This design comes from an exercise in tuning for small area on the open sky130 flow, not from production work. Where RTL was checked, it was by simulation tests only, not by an equivalence proof against the original. Power is estimated from default activity; no workload was simulated.

## before
## RISC
module RISC (destinoWrWB,escribir,PCsrc,result,PCoutMEM,NReset,clk,alu_outMEM,WriteDataInMEM,datoMemOut,InstruccionIn,PCinIF,MemWriteInMEM);
For scale: ~2,100 cells after synthesis, roughly 760 flip-flops, roughly 230 I/O pins.
export LEC_CHECK = 0
export CAP_MARGIN = 20
export CORE_MARGIN = 2
export CORE_UTILIZATION = 60
export SLEW_MARGIN = 20
export SYNTH_HIERARCHICAL = 1
export SYNTH_MINIMUM_KEEP_SIZE = 0
create_clock -name core_clock -period 8.0 [get_ports {clk}]
standard.sh (not shown) runs the stock make flow with config.mk's settings and CLKGATE_MAP_FILE= SYNTH_SCRIPT=/design/flow/synth_recipe.tcl, a recipe that flattens the netlist after the stock synthesis.
==> flow/flow/run.sh <==
#!/bin/bash
# Own flow: the standard layout (standard.sh), with two changes:
#  - the port buffers use the smallest buffer cell (buf_1) instead of the one
#    buffer_ports picks by default;
#  - clock tree synthesis clusters more sinks per leaf buffer and adds no dummy loads.
# Each tool's output goes to the ORFS logs; standard.sh's output to standard.log.
set -e
export BUFFER_PORTS_ARGS="-buffer_cell sky130_fd_sc_hd__buf_1"
export CTS_ARGS="-sink_clustering_enable -repair_clock_nets -dont_use_dummy_load -sink_clustering_size 35 -sink_clustering_max_diameter 70"
bash standard.sh > standard.log 2>&1
before ended with every stage complete and zero timing, DRC or antenna violations.
diff inputs: before => after
-- flow/design.v --
<<< before, line 14
  reg [31:0] aluM;                
  reg [31:0] xM;                  
  reg        brJM,brEqM,brNeM,memwM,regwM,ldM;
  reg [3:0]  dstM;
  reg [31:0] resW;                
>>> after, line 14
  reg [31:0] aluM;                
  reg [31:0] xM;                  
  reg        jumpM,brJM,brEqM,brNeM,memwM,regwM,ldM;
  reg [3:0]  dstM;
  reg [31:0] resW;                
<<< before, line 21
  reg [31:0]  rf [0:15];          
  reg [15:0]  rfv;                
  wire zeroM  = ~|aluM;
  wire pcsrcM = brJM | (brEqM & zeroM) | (brNeM & ~zeroM);
>>> after, line 21
  reg [31:0]  rf [0:15];          
  reg [15:0]  rfv;                
  reg [3:0]   raE, rbE;           
  wire zeroM  = ~|aluM;
  wire pcsrcM = brJM | (brEqM & zeroM) | (brNeM & ~zeroM);
<<< before, line 67
  assign PCinIF   = pc;
  assign PCsrc    = pcsrcM;
  wire brJMn = ~brJM;
  mux32 mPCo (.s(brJM), .sn(brJMn), .a(aluM), .b(xM), .y(PCoutMEM));
  wire [31:0] pcN;
  wire pcsrcMn = ~pcsrcM;
  mux32 mPC (.s(pcsrcM), .sn(pcsrcMn), .a(PCoutMEM), .b(pc1), .y(pcN));
  always @(posedge clk or negedge NReset)
    if (!NReset) pc <= 32'd0;
    else         pc <= pcN;
  always @(posedge clk or negedge NReset)
    if (!NReset) begin
>>> after, line 68
  assign PCinIF   = pc;
  assign PCsrc    = pcsrcM;
  assign PCoutMEM = jumpM ? aluM : xM;
  always @(posedge clk or negedge NReset)
    if (!NReset) pc <= 32'd0;
    else         pc <= pcsrcM ? PCoutMEM : pc1;
  always @(posedge clk or negedge NReset)
    if (!NReset) begin
<<< before, line 83
      opE <= opD;
    end
  wire [15:0] rfvN = rfv | ({15'd0, wrW} << dstW);
  always @(posedge clk) begin
>>> after, line 80
      opE <= opD;
    end
  wire       isStD = (opD == 4'b1011);
  wire       isJiD = (opD == 4'b1110);
  wire [3:0] aA = (isStD | isJiD) ? insD[27:24] : insD[23:20];
  wire [3:0] aB = isStD ? insD[23:20] : (opD[3] ? insD[16:13] : insD[27:24]);
  wire [15:0] rfvN = rfv | ({15'd0, wrW} << dstW);
  always @(posedge clk) begin
<<< before, line 89
    insE <= insD;
    extE <= extD;
  end
  wire [3:0] rd = insE[27:24];
  wire isSt  = (opE == 4'b1011);
  wire isJi  = (opE == 4'b1110);
  wire [3:0] aA = (isSt | isJi) ? rd : insE[23:20];
  wire [3:0] aB = isSt ? insE[23:20] : (opE[3] ? insE[16:13] : rd);
  wire [15:0] selA, selB;
  regsel dA (.a(aA), .v(rfv), .sel(selA));
  regsel dB (.a(aB), .v(rfv), .sel(selB));
  wire [31:0] A, B;
  genvar q;
>>> after, line 90
    insE <= insD;
    extE <= extD;
    raE  <= aA;
    rbE  <= aB;
  end
  wire [3:0] rd = insE[27:24];
  wire isSt  = (opE == 4'b1011);
  wire isJi  = (opE == 4'b1110);
  wire [15:0] selA, selB;
  regsel dA (.a(raE), .v(rfv), .sel(selA));
  regsel dB (.a(rbE), .v(rfv), .sel(selB));
  wire [31:0] A, B;
  genvar q;
<<< before, line 114
  wire [31:0] imm   = isJi ? {{12{insE[19]}}, insE[19:0]} : imm17;
  wire useImm = opE[3] & ~(opE[2:0] == 3'b000) & ~(opE[2:0] == 3'b111);
  wire [31:0] d2;
  wire useImmn = ~useImm;
  mux32 mD2 (.s(useImm), .sn(useImmn), .a(imm), .b(B), .y(d2));
  reg [2:0] funct;
  always @(*)
>>> after, line 115
  wire [31:0] imm   = isJi ? {{12{insE[19]}}, insE[19:0]} : imm17;
  wire useImm = opE[3] & ~(opE[2:0] == 3'b000) & ~(opE[2:0] == 3'b111);
  wire [31:0] d2 = useImm ? imm : B;
  reg [2:0] funct;
  always @(*)
<<< before, line 175
      regwM  <= (opE[3:2] == 2'b10) & (opE[1:0] != 2'b11);
    end
  wire [31:0] xMN;
  wire opE3n = ~opE[3];
  mux32 mXM (.s(opE[3]), .sn(opE3n), .a(B), .b(target), .y(xMN));
  always @(posedge clk) begin
    aluM  <= alu;
    xM    <= xMN;
    ldM   <= (opE == 4'b1010);
    dstM  <= rd;
>>> after, line 174
      regwM  <= (opE[3:2] == 2'b10) & (opE[1:0] != 2'b11);
    end
  always @(posedge clk) begin
    aluM  <= alu;
    xM    <= opE[3] ? B : target;
    jumpM <= opE[3];
    ldM   <= (opE == 4'b1010);
    dstM  <= rd;
<<< before, line 190
    if (!NReset) wrW <= 1'b0;
    else         wrW <= regwM;
  wire [31:0] resN;
  wire ldMn = ~ldM;
  mux32 mRes (.s(ldM), .sn(ldMn), .a(datoMemOut), .b(aluM), .y(resN));
  always @(posedge clk) begin
    resW <= resN;
    dstW <= dstM;
  end
>>> after, line 187
    if (!NReset) wrW <= 1'b0;
    else         wrW <= regwM;
  always @(posedge clk) begin
    resW <= ldM ? datoMemOut : aluM;
    dstW <= dstM;
  end
<<< before, line 234
  assign y = ~((a1 & a2) | (b1 & b2) | (c1 & c2));
endmodule
module mux32 (s, sn, a, b, y);
  input         s, sn;
  input  [31:0] a, b;
  output [31:0] y;
  genvar i;
  generate
    for (i = 0; i < 32; i = i + 1) begin : M
      ao22 g (.a1(s), .a2(a[i]), .b1(sn), .b2(b[i]), .y(y[i]));
    end
  endgenerate
endmodule
module ao22 (a1, a2, b1, b2, y);
  input  a1, a2, b1, b2;
  output y;
  assign y = (a1 & a2) | (b1 & b2);
endmodule
>>> after, line 228
  assign y = ~((a1 & a2) | (b1 & b2) | (c1 & c2));
endmodule
Results
The final layouts of before and after pass the timing, design-rule and antenna checks. Per the comparison of after with before, via count has decreased; total of clock buffers placed in the layout has increased; power has increased; register-to-register slack has increased; maximum frequency has increased. Going from before to after, share of total power in the clock network decreased by 0.4 points relative to the old numbers, clock period minus worst slack shrank by 0.82 ns, number of antenna violations at the first check in global routing lower. Comparing before and after, part of the total power dissipated in combinational logic is lower on before.
The RTL of before was laid out without a check of its function.

## afterwards: timing with drivers on the ports
The results above use ideal ports. As a check the final layouts listed here were re-extracted and re-timed, cells and wires unchanged.
Step 1 assumes that a clkbuf_16 drives the clock port and a buf_2 every other input.
Step 2 times the ports against the registers' clock, not the clock port: input delays grow and output delays shrink by t, the midpoint of the rising clock arrivals with the driver on.
Slacks: no drivers / after step 1 / after step 2; pairs: no drivers / after step 1.
run	shift t [ns]	setup slack, ns	worst setup path after step 2	clock arrival spread, ns	slew at the worst register clock pin (ns)
before	0.652	0.410 / 0.410 / 0.410	register to register	0.071 / 0.072	0.12 / 0.12
after	0.667	1.229 / 1.229 / 1.229	register to register	0.088 / 0.087	0.12 / 0.12
After both steps every run listed still meets setup and hold.
